Context: an optimization exercise on an open-source flow, tuned for small area, a short achievable clock period and few clock cycles per item. The choices shown serve that exercise and are no tape-out recipe. No run shown here included a check of the RTL's function; only the layout flow was run. No activity file was given, so power comes from the tool's default toggle rates.

==> flow/config.mk <==
export PLATFORM = sky130hd
export DESIGN_NAME = fsm_Hand
export DESIGN_NICKNAME = fsm_Hand
export VERILOG_FILES = /design/flow/design.v
export SDC_FILE = /design/flow/constraint.sdc
export NUM_CORES = 4
export LEC_CHECK = 0
export CAP_MARGIN = 20
export CORE_MARGIN = 2
export CORE_UTILIZATION = 55
export CTS_CLUSTER_SIZE = 25
export SETUP_SLACK_MARGIN = 4.5
export SLEW_MARGIN = 20
==> flow/constraint.sdc <==
create_clock -name core_clock -period 7.0 [get_ports {clk}]
set_input_delay 1.4000 -clock core_clock [delete_from_list [all_inputs] [get_ports {clk}]]
set_output_delay 1.4000 -clock core_clock [all_outputs]
set_load 0.01 [all_outputs]
==> flow/design.v <==
module svmstorage #(parameter W = 10, parameter DEPTH = 1) (
    input                  clk,
    input                  en,
    input      [W-1:0]     din,
    output     [W-1:0]     tail,
    output     [W-1:0]     pre
);
reg [W-1:0] q [0:DEPTH-1];
integer n;
always @(posedge clk)
    if (en) begin
        q[0] <= din;
        for (n = 1; n < DEPTH; n = n + 1)
            q[n] <= q[n-1];
    end
assign tail = q[DEPTH-1];
assign pre  = q[(DEPTH > 1) ? DEPTH-2 : 0];
endmodule
module testDataModule #(parameter W = 15) (
    input              clk,
    input              clr,
    input              pass,
    input              dbl,
    input              neg,
    input      [9:0]   v,
    output     [W-1:0] acc
);
reg [7:0]   lo;
reg [W-9:0] hi;
reg         pc;
wire [W-1:0] vs  = {{(W-10){v[9]}}, v};
wire [W-1:0] mag = ({W{pass}} & vs) | ({W{dbl}} & {vs[W-2:0], 1'b0});
wire [W-1:0] op  = mag ^ {W{neg}};
wire [7:0]   al  = clr ? 8'd0 : lo;
wire [W-9:0] ah  = clr ? {(W-8){1'b0}} : hi;
wire         ac  = clr ? 1'b0 : pc;
wire [9:0]   sl  = {1'b0, al, 1'b1} + {1'b0, op[7:0], neg};
wire [W-8:0] sh  = {ah, 1'b1} + {op[W-1:8], ac};
always @(posedge clk) begin
    lo <= sl[8:1];
    pc <= sl[9];
    hi <= sh[W-8:1];
end
assign acc = {hi, lo};
endmodule
module fsm_Hand(clk,rst,start,ready,result,write1,write2,SVMin,datain);
input clk,rst,start;
input write1;
input write2;
input signed [8:0] SVMin;
input signed [1:0] datain;
output result;
output ready;
reg ready;
reg result;
localparam IDLE = 2'd0, LW = 2'd1, LX = 2'd2, CP = 2'd3;
reg [1:0] st;
reg [3:0] row, col, k;
wire wbeat = (st == LW) & write1;
wire xbeat = (st == LX) & write2;
wire x_pass = datain[0];
wire x_dbl  = datain[1] & ~datain[0];
wire x_neg  = datain[1];
reg fin;
always @(posedge clk or negedge rst)
    if (!rst) begin
        st <= IDLE; ready <= 1'b0;
    end else
        case (st)
        IDLE: if (start) begin
                st <= LW; ready <= 1'b0;
              end
        LW:   if (write1 && row == 4'd10 && col == 4'd10) st <= LX;
        LX:   if (write2 && k == 4'd10) st <= CP;
        CP:   if (fin) begin
                ready <= 1'b1;
                st    <= IDLE;
              end
        endcase
always @(posedge clk) begin
    if (st == IDLE) begin
        row <= 4'd0; col <= 4'd0; k <= 4'd0;
    end else begin
        if (wbeat) begin
            if (col == 4'd10) begin
                col <= 4'd0; row <= row + 4'd1;
            end else
                col <= col + 4'd1;
        end
        if (xbeat) k <= k + 4'd1;
    end
end
reg [8:0]  Wq;
reg [10:1] en;
reg        den;
reg        rot;
reg [9:0]  rtail;
reg [10:1] cp, cd, cn;          
reg        clr;                 
reg        dq1, dq4;            
reg [10:1] kh;                  
reg        sp, sd, sn, last;
reg [10:1] kh2;
reg        sp2, sd2, sn2, last2;
always @(posedge clk) begin : ctl
    integer c;
    Wq    <= SVMin;
    den   <= (wbeat & (col == row)) | xbeat;
    rot   <= col < row;
    clr   <= xbeat & (k == 4'd0);
    for (c = 1; c <= 10; c = c + 1) begin
        en[c] <= (wbeat & (((row < c) & (col == c)) | ((row == c) & (col < c)))) | xbeat;
        cp[c] <= xbeat & (k < c) & x_pass;
        cd[c] <= xbeat & (k < c) & x_dbl;
        cn[c] <= xbeat & (k < c) & x_neg;
        kh[c] <= xbeat & (k == c);
    end
    dq1  <= xbeat & datain[0];
    dq4  <= xbeat & x_dbl;
    sp   <= xbeat & (k != 4'd0) & x_pass;
    sd   <= xbeat & (k != 4'd0) & x_dbl;
    sn   <= xbeat & (k != 4'd0) & x_neg;
    last <= xbeat & (k == 4'd10);
    kh2  <= kh;
    sp2  <= sp; sd2 <= sd; sn2 <= sn;
    last2 <= last;
    fin  <= last2;
end
wire [9:0] tail [1:10];
wire [9:0] pre  [1:10];
wire [8:0] dtail;
reg [9:0] rnext;
always @* begin : rsel_mux
    integer c;
    rnext = 10'd0;
    for (c = 1; c <= 10; c = c + 1)
        rnext = rnext | ({10{row == c}} & (en[c] ? pre[c] : tail[c]));
end
always @(posedge clk)
    rtail <= rnext;
wire [9:0] Wx = {Wq[8], Wq};
wire [9:0] head = rot ? (rtail + Wx) : Wx;
genvar g;
generate
    for (g = 1; g <= 10; g = g + 1) begin : col_q
        svmstorage #(.W(10), .DEPTH(g)) q (.clk(clk), .en(en[g]), .din(head), .tail(tail[g]), .pre(pre[g]));
    end
endgenerate
svmstorage #(.W(9), .DEPTH(11)) dq (.clk(clk), .en(den), .din(Wq), .tail(dtail), .pre());
wire [15:0] accx [1:10];        
generate
    for (g = 1; g <= 10; g = g + 1) begin : col_a
        localparam W = (g == 1) ? 12 : (g <= 3) ? 13 : (g <= 7) ? 14 : 15;
        wire [W-1:0] acc;
        testDataModule #(.W(W)) a (.clk(clk), .clr(clr), .pass(cp[g]), .dbl(cd[g]), .neg(cn[g]),
                                   .v(tail[g]), .acc(acc));
        assign accx[g] = {{(16-W){acc[W-1]}}, acc};
    end
endgenerate
reg [15:0] gsel;
always @* begin : gmux
    integer c;
    gsel = 16'd0;
    for (c = 1; c <= 10; c = c + 1)
        gsel = gsel | ({16{kh2[c]}} & accx[c]);
end
wire [15:0] gmag  = ({16{sp2}} & gsel) | ({16{sd2}} & {gsel[14:0], 1'b0});
wire [15:0] gterm = gmag ^ {16{sn2}};
wire [15:0] dx    = {{7{dtail[8]}}, dtail};
wire [15:0] dterm = ({16{dq1}} & dx) | ({16{dq4}} & {dx[13:0], 2'b00});
reg  [15:0] Ss, Sc;
wire [15:0] s0 = clr ? 16'd255 : Ss;
wire [15:0] c0 = clr ? 16'd0   : Sc;
wire [15:0] t1s = s0 ^ c0 ^ gterm;
wire [15:0] t1c = {((s0 & c0) | (s0 & gterm) | (c0 & gterm)), sn2};
wire [15:0] t2s = t1s ^ t1c ^ dterm;
wire [15:0] t2c = {((t1s & t1c) | (t1s & dterm) | (t1c & dterm)), 1'b0};
always @(posedge clk) begin
    Ss <= t2s;
    Sc <= t2c;
end
wire [8:0] rlo  = Ss[7:0] + Sc[7:0];
wire [7:0] rhi0 = Ss[15:8] + Sc[15:8];
wire [7:0] rhi1 = Ss[15:8] + Sc[15:8] + 8'd1;
wire       pos0 = ~rhi0[7] & ((|rhi0) | (|rlo[7:0]));
wire       pos1 = ~rhi1[7] & ((|rhi1) | (|rlo[7:0]));
always @(posedge clk)
    if (fin) result <= rlo[8] ? pos1 : pos0;
endmodule
==> flow/run.sh <==
#!/bin/bash
# synth_recipe.tcl (not shown) runs the flow's synth.tcl, then flattens the netlist and writes it again
# the make line also repeats each setting of config.mk as NAME=value (left out here)
make -C /OpenROAD-flow-scripts/flow DESIGN_CONFIG=/design/flow/config.mk WORK_HOME=/design/flow/orfs CLKGATE_MAP_FILE= SYNTH_SCRIPT=/design/flow/synth_recipe.tcl finish
==> run summary, run 1 <==
outcome finished clean; Reg clk slew, reported paths 0.06 ns; GR Util All Layers 25.1%; crit path DAT 3.28 ns; Top Ports 18; Skew-Pair Late Insertion Delay 0.66 ns; reg-to-reg setup timing slack 4.32 ns; RSZ-0062 raised after global routing true; Reg-to-Reg End Ss[6]; Final ANT Viol Nets 0; FMAX 373 MHz; Initial Util 55.8%; Die ar. 0.0720 mm2; CP Launch Point kh2[3]; clock sink total 936; worst vdd ir 0.000269 V; dpl hpwl 62.1 mm; commonest non-fill, non-tap cells in the layout 560 x edfxtp_1, 318 x dfxtp_1, 198 x xnor2_1; commonest non-fill, non-tap cell in the layout edfxtp_1; largest net degree at the start of global routing 71; kind of end point of the critical path flop; input/output buffers 17; via count 21,854; first-pass GRT wire length 132 mm; post-route setup TNS 0 ns; Power Dens Cells 436 mW/mm2; worst slew pin tran 0.754 ns; R2R depth 9; maxcap violations 0; CTS tree yes; Filler cells 5,121; Die W 268 um; commonest register cell after synthesis edfxtp_1; Die Span Y 268 um; min-delay src kh[3]; # diodes 0; Max Clock Skew 0.0236 ns; CTS buffer count 94; vias in the first global route 21,157; Critical Path RT 7.59 ns; CP Class reg -> reg; drt initial violations 1,657; post-synthesis instance area 0.0384 mm2; Site Rows 96; slew margin rel. 49.7%; Period minus WS final 2.68 ns; Place WS 3.61 ns; asr flop ratio synth 0.321%; EDFF count, synth 560; drt total wl 89.5 mm; Post-Synthesis Cells 2,802; Fin. Hold Viols 0; vias per cell 5.64; Warnings, synthesis 27; leakage dissipation 16.4 nW; Bufs on Longest Clock Path 3; Worst R2R Start kh2[3]; WHS Endpoint kh2[3]; initial antenna violation count 1; synthesized netlist net count 3,035; Avg Cell Area, Syn 13.7 um2; hold path cells 0; RePlAce Congestion 0.909; grt total ovfl 0; post-synth cell types 77; critical path launch point type flop; #FFs+latches synth 936; core area 0.0688 mm2; Final period util 38.3%; Wirelength per Cell 23.1 um; # setup viols final 0; nets 3,101; Max Fanout on Critical Path 6; sequential area share after synthesis 63.4%; CTS Root Cell clkbuf_16; fraction of layout cells with a size suffix above 1 16.9%; P&R area growth vs syn 14.4%; drt drc 0; H-Tree Depth 3; hold crit path type reg -> reg; worst setup margin 4.32 ns; Util after Layout 63.9%; Pre-antenna DRT Iters 7; Slew Viols, Final 0
power breakdown:
group	internal (mW)	total (mW)	switching (mW)	leakage, nW
clock network	2.94	5.05	2.11	1.51
registers	7.79	9.09	1.30	8.32
logic	2.26	5.04	2.78	6.56
cells by family (layout without fill, tap and decap cells):
family                     count (synthesis)  in the layout  share of synthesized area [%]
DFF                                      936            936                           63.4
and+or+nand+nor                          559            559                           7.87
AOI/OAI and AO/OA                        550            550                           10.2
xor gates and xnor gates                 266            266                           6.06
adders and majority gates                217            217                           7.89
buffers and inverters                    175            320                           1.75
muxes                                     99             99                           2.89
through the flow:
step | hold WS [ns] | cell area (um2) | cells | power [mW]
after floorplan | 0.310 | 38500 | 2802 | 12.2
after global placement | 0.314 | 39500 | 3655 | 13.7
after detailed placement | 0.313 | 39500 | 3655 | 13.9
after CTS | 0.322 | 43500 | 3859 | 19.2
after global routing | 0.326 | 44000 | 3878 | 20.2
final | 0.322 | 44000 | 3878 | 19.2
how the worst max path moves through the flow:
stage,endpoint,slack [ns],cells after the start
2_1_floorplan,rtail[6],4.47,5
3_3_place_gp,cp[1],3.61,7
3_5_place_dp,cp[1],3.61,7
4_1_cts,col_a[8].a.hi[6],4.26,9
5_1_grt,Ss[1],4.22,9
6_report,Ss[6],4.32,9
layer usage:
layer / part of all wire (%) / vias up / track usage (%)
li1: - / 10472 / -
met1: 46 / 10746 / 35.0
met2: 47 / 476 / 40.3
met3: 3.6 / 160 / 2.93
met4: 4.3 / 0 / 10.3
met5: 0 / - / 0
sequential cells by signal (all words and copies together), names as in the netlist, 9 cells and up:
| register | count |
|---|---|
| Wq | 9 |
| col_a.a.lo | 80 |
| col_q.q.q | 550 |
| dq.q | 99 |
| cp | 10 |
| rtail | 10 |
| kh2 | 10 |
| cd | 10 |
| en | 10 |
| Ss | 16 |
| col_a.a.pc | 10 |
| kh | 10 |
| cn | 10 |
| col_a.a.hi | 59 |
| Sc | 15 |
Yosys cell counts, types with 10 or more instances:
master,count,share of area [%]
and3b_1,10,0.23
and4b_1,10,0.26
ha_1,175,5.7
buf_2,11,0.14
xor2_1,51,1.2
clkbuf_1,83,0.81
nor2_1,106,1.0
a22o_1,22,0.50
and2_1,17,0.28
edfxtp_1,560,44
o21ai_0,64,0.83
o21bai_1,20,0.39
nor3_1,40,0.52
inv_1,64,0.63
a21o_1,36,0.70
nand4_1,23,0.37
xnor2_1,215,4.9
a22oi_1,162,3.2
buf_1,14,0.14
fa_1,42,2.2
dfxtp_1,373,19
nand2_1,96,0.94
nand2b_1,18,0.29
a21boi_0,17,0.33
nand3_1,11,0.14
and3_1,11,0.18
a21oi_1,97,1.3
mux2_2,95,2.8
nor2b_1,180,2.9
o21a_1,25,0.49
a221oi_1,14,0.32
repair_timing:
action	CTS	global route
endpoints found under the hold margin	0	0
gates resized for setup	134	90
cloned	1	2
setup endpoints to repair	195	126
hold buffers	0	0
pin swaps	38	39
setup buffers	28	17
worst max-delay path, stage by stage, from the launching register on:
cell and delay (ns):
dfxtp_4 0.38, buf_4 0.17, buf_4 0.14, a221oi_2 0.22
nand4_1 0.23, a22oi_1 0.27, xor2_1 0.12, fa_1 0.52
inv_2 0.04, fa_2 0.55
final cells by class:
class                      count  area (um2)  share of cell area (%)
sequential                   936       24500                    55.7
tap                          931        1160                    2.65
clock inverter                48         592                    1.35
clock buffer                 127        2570                    5.85
inverter                      66         248                   0.564
timing repair buffer          79         847                    1.93
multi-input combinational   1691       14100                    32.0
==> inputs of run 2 (changes only) <==
--- a/flow/config.mk
+++ b/flow/config.mk
@@ -8,6 +8,5 @@
 export CAP_MARGIN = 20
 export CORE_MARGIN = 2
-export CORE_UTILIZATION = 55
-export CTS_CLUSTER_SIZE = 25
+export CORE_UTILIZATION = 40
 export SETUP_SLACK_MARGIN = 4.5
 export SLEW_MARGIN = 20
==> run summary, run 2 <==
outcome finished clean; Warnings, synthesis 27; Post-DP Area 0.0400 mm2; P&R area growth vs syn 15.7%; drt drc 0; registers with the most flip-flops col_q.q.q (550), dq.q (99), col_a.a.lo (80); min-delay src kh[7]; synthesized netlist net count 3,035; Top Ports 18; busiest grt layer met2; H-Tree Depth 3; Period minus WS final 2.73 ns; vias per cell 5.23; Critical Path RT 7.54 ns; Fin. Hold Viols 0; maxcap violations 0; post-route setup TNS 0 ns; worst slew pin tran 1.15 ns; Post-CTS Hold Buffers 0; commonest register cell after synthesis edfxtp_1; nets 3,110; dpl hpwl 64.2 mm; commonest non-fill, non-tap cells in the layout 560 x edfxtp_1, 317 x dfxtp_1, 195 x xnor2_1; Filler cells 8,225; grt total ovfl 0; Max Fanout on Critical Path 13; worst setup margin 4.27 ns; Final period util 39.0%; Max Clock Skew 0.0631 ns; Most flops, register col_q.q.q; met1 Use GR 25.1%; leading area contributor after synthesis edfxtp_1; # setup viols final 0; worst vdd ir 0.000225 V; sequential area share after synthesis 63.4%; vias in the first global route 22,047; largest net degree at the start of global routing 84; core area 0.0952 mm2; met2 global-route usage 29.3%; Seq. cell area 0.0245 mm2; Post-Synthesis Cells 2,802; Avg Cell Area, Syn 13.7 um2; Slew Viols, Final 0; #FFs+latches synth 936; fraction of layout cells with a size suffix above 1 16.9%; Reg clk slew, reported paths 0.06 ns; post-synth cell types 77; RePlAce Congestion 0.892; Wirelength per Cell 21.4 um; Site Rows 113; post-synthesis instance area 0.0384 mm2; slew margin rel. 23.4%; commonest non-fill, non-tap cell in the layout edfxtp_1; critical path launch point type flop; Place WS 3.62 ns; Initial Util 40.4%; RSZ-0062 raised after global routing true; top-count cell post-synth edfxtp_1; Final ANT Viol Nets 0; GR Util All Layers 18.1%; Util after Layout 46.7%; Finished Cell Area 0.0444 mm2; Layout Cells excl Fill 4,226; leakage dissipation 16.6 nW; input/output buffers 17; kind of end point of the critical path flop; R2R depth 8; Bufs on Longest Clock Path 3; CTS Root Cell clkbuf_16; Die ar. 0.0986 mm2; EDFF count, synth 560; drt initial violations 1,682; Worst R2R Start kh2[1]; drt total wl 90.4 mm; Power Dens Cells 436 mW/mm2; CP Class reg -> reg; CTS tree yes; share of Yosys cell area claimed by the top area cell type 43.8%; Die Span Y 314 um; CTS buffer count 97; FMAX 366 MHz; Pre-antenna DRT Iters 6; via count 22,120; Die W 314 um; Largest register FFs 550; crit path DAT 3.27 ns; Synth area leaders edfxtp_1 44%, dfxtp_1 19%, ha_1 5.7%; asr flop ratio synth 0.321%; first-pass GRT wire length 135 mm; met3 Use GR 2.12%; # diodes 0; hold path cells 0; Skew-Pair Late Insertion Delay 0.67 ns; hold crit path type reg -> reg; CP Launch Point kh2[1]; Post-synth top cells 560 x edfxtp_1, 373 x dfxtp_1, 215 x xnor2_1; Multi-input gate area 0.0140 mm2; initial antenna violation count 1; clock sink total 936; Placed Cells 3,994
run 2: cell types whose count changed in the layout (fill, tap and decap cells not counted), sizes merged:
cell,delta
dlygate4sd2,-1
clkbuf,+10
clkinv,+5
inv,+1
bufbuf,+1
clkinvlp,-5
buf,+5
bufinv,-3
dlymetal6s2s,+1
run 2: worst max-delay path: stages, from the launching register on:
cell,delay (ns)
dfxtp_4,0.39
a22o_1,0.29
a221oi_2,0.18
nand4_1,0.29
a22oi_2,0.29
xor2_1,0.12
fa_1,0.55
inv_1,0.06
fa_1,0.45
run 2: cells by family after synthesis:
family / share of synthesized area [%]
adder cells (fa/ha/maj): 7.89
flip-flops: 63.4
multiplexers: 2.89
AND/OR/NAND/NOR: 7.87
AO/OA/AOI/OAI: 10.2
buffers and inverters: 1.75
XOR/XNOR: 6.06
run 2: worst paths after layout:
check / to / slack [ns]
worst min register to register: kh2[7] / 0.31
worst max register to register: Ss[3] / 4.27
max in group asynchronous: st[1] / 5.96
worst min-delay path: kh2[7] / 0.31
worst max-delay path: Ss[3] / 4.27
min in group asynchronous: ready / 0.90
run 2: what timing repair did:
action                                  CTS  global route
cloned                                    1             1
endpoints found under the setup margin  157           125
setup buffers                            24            23
gates resized for setup                 104           110
pin swaps                                27            53
run 2: routing by layer:
metal	routed length, um	part of all wire (%)
met1	41300	46
met2	42700	47
met3	3260	3.6
met4	3220	3.6
met5	0	0
run 2: layout make-up:
class                      count  share of cell area (%)
sequential                   936                    55.1
multi-input combinational   1691                    31.5
clock buffer                 137                    6.09
tap                         1265                    3.56
timing repair buffer          85                    1.95
clock inverter                46                    1.20
inverter                      66                   0.560
run 2: power breakdown:
group	switching, mW	internal [mW]	leakage [nW]
registers	1.29	7.80	8.32
clock network	2.16	2.95	1.57
logic	2.88	2.28	6.68
run 2: stage by stage:
stage / power, mW / hold WS [ns]
2_1_floorplan: 12.2 / 0.310
3_3_place_gp: 13.7 / 0.318
3_5_place_dp: 14.0 / 0.313
4_1_cts: 19.4 / 0.298
5_1_grt: 20.4 / 0.299
6_report: 19.4 / 0.311

==> port drivers added, routing unchanged <==
Ports are ideal in the flow. The routed layouts listed here were re-timed in OpenROAD. Step 1 (the two cells are an assumption about what drives the block):
set clk [get_ports {clk}]
set_driving_cell -lib_cell sky130_fd_sc_hd__clkbuf_16 $clk
set_driving_cell -lib_cell sky130_fd_sc_hd__buf_2 [delete_from_list [all_inputs] $clk]
Step 2, shift: input delay + t, output delay - t, t = (earliest + latest rising clock arrival at the registers) / 2. This alone moves slack from input paths to output paths. Three values: ideal ports, drivers, drivers and shift; two values: the first two.
run | t, ns | slack for setup (ns) | latest minus earliest clock arrival (ns) | worst data-port slew with drivers (ns) | cell pins on the clock port's net
run 1 | 0.710 | 4.317 / 4.317 / 3.953 | 0.027 / 0.027 | 0.04 | 1
run 2 | 0.708 | 4.269 / 4.269 / 3.864 | 0.069 / 0.069 | 0.10 | 1
After both steps setup and hold are still met in every run listed. For run 2, which loses most, drivers alone change the setup slack by 0.000 ns; drivers and shift together by -0.405 ns.
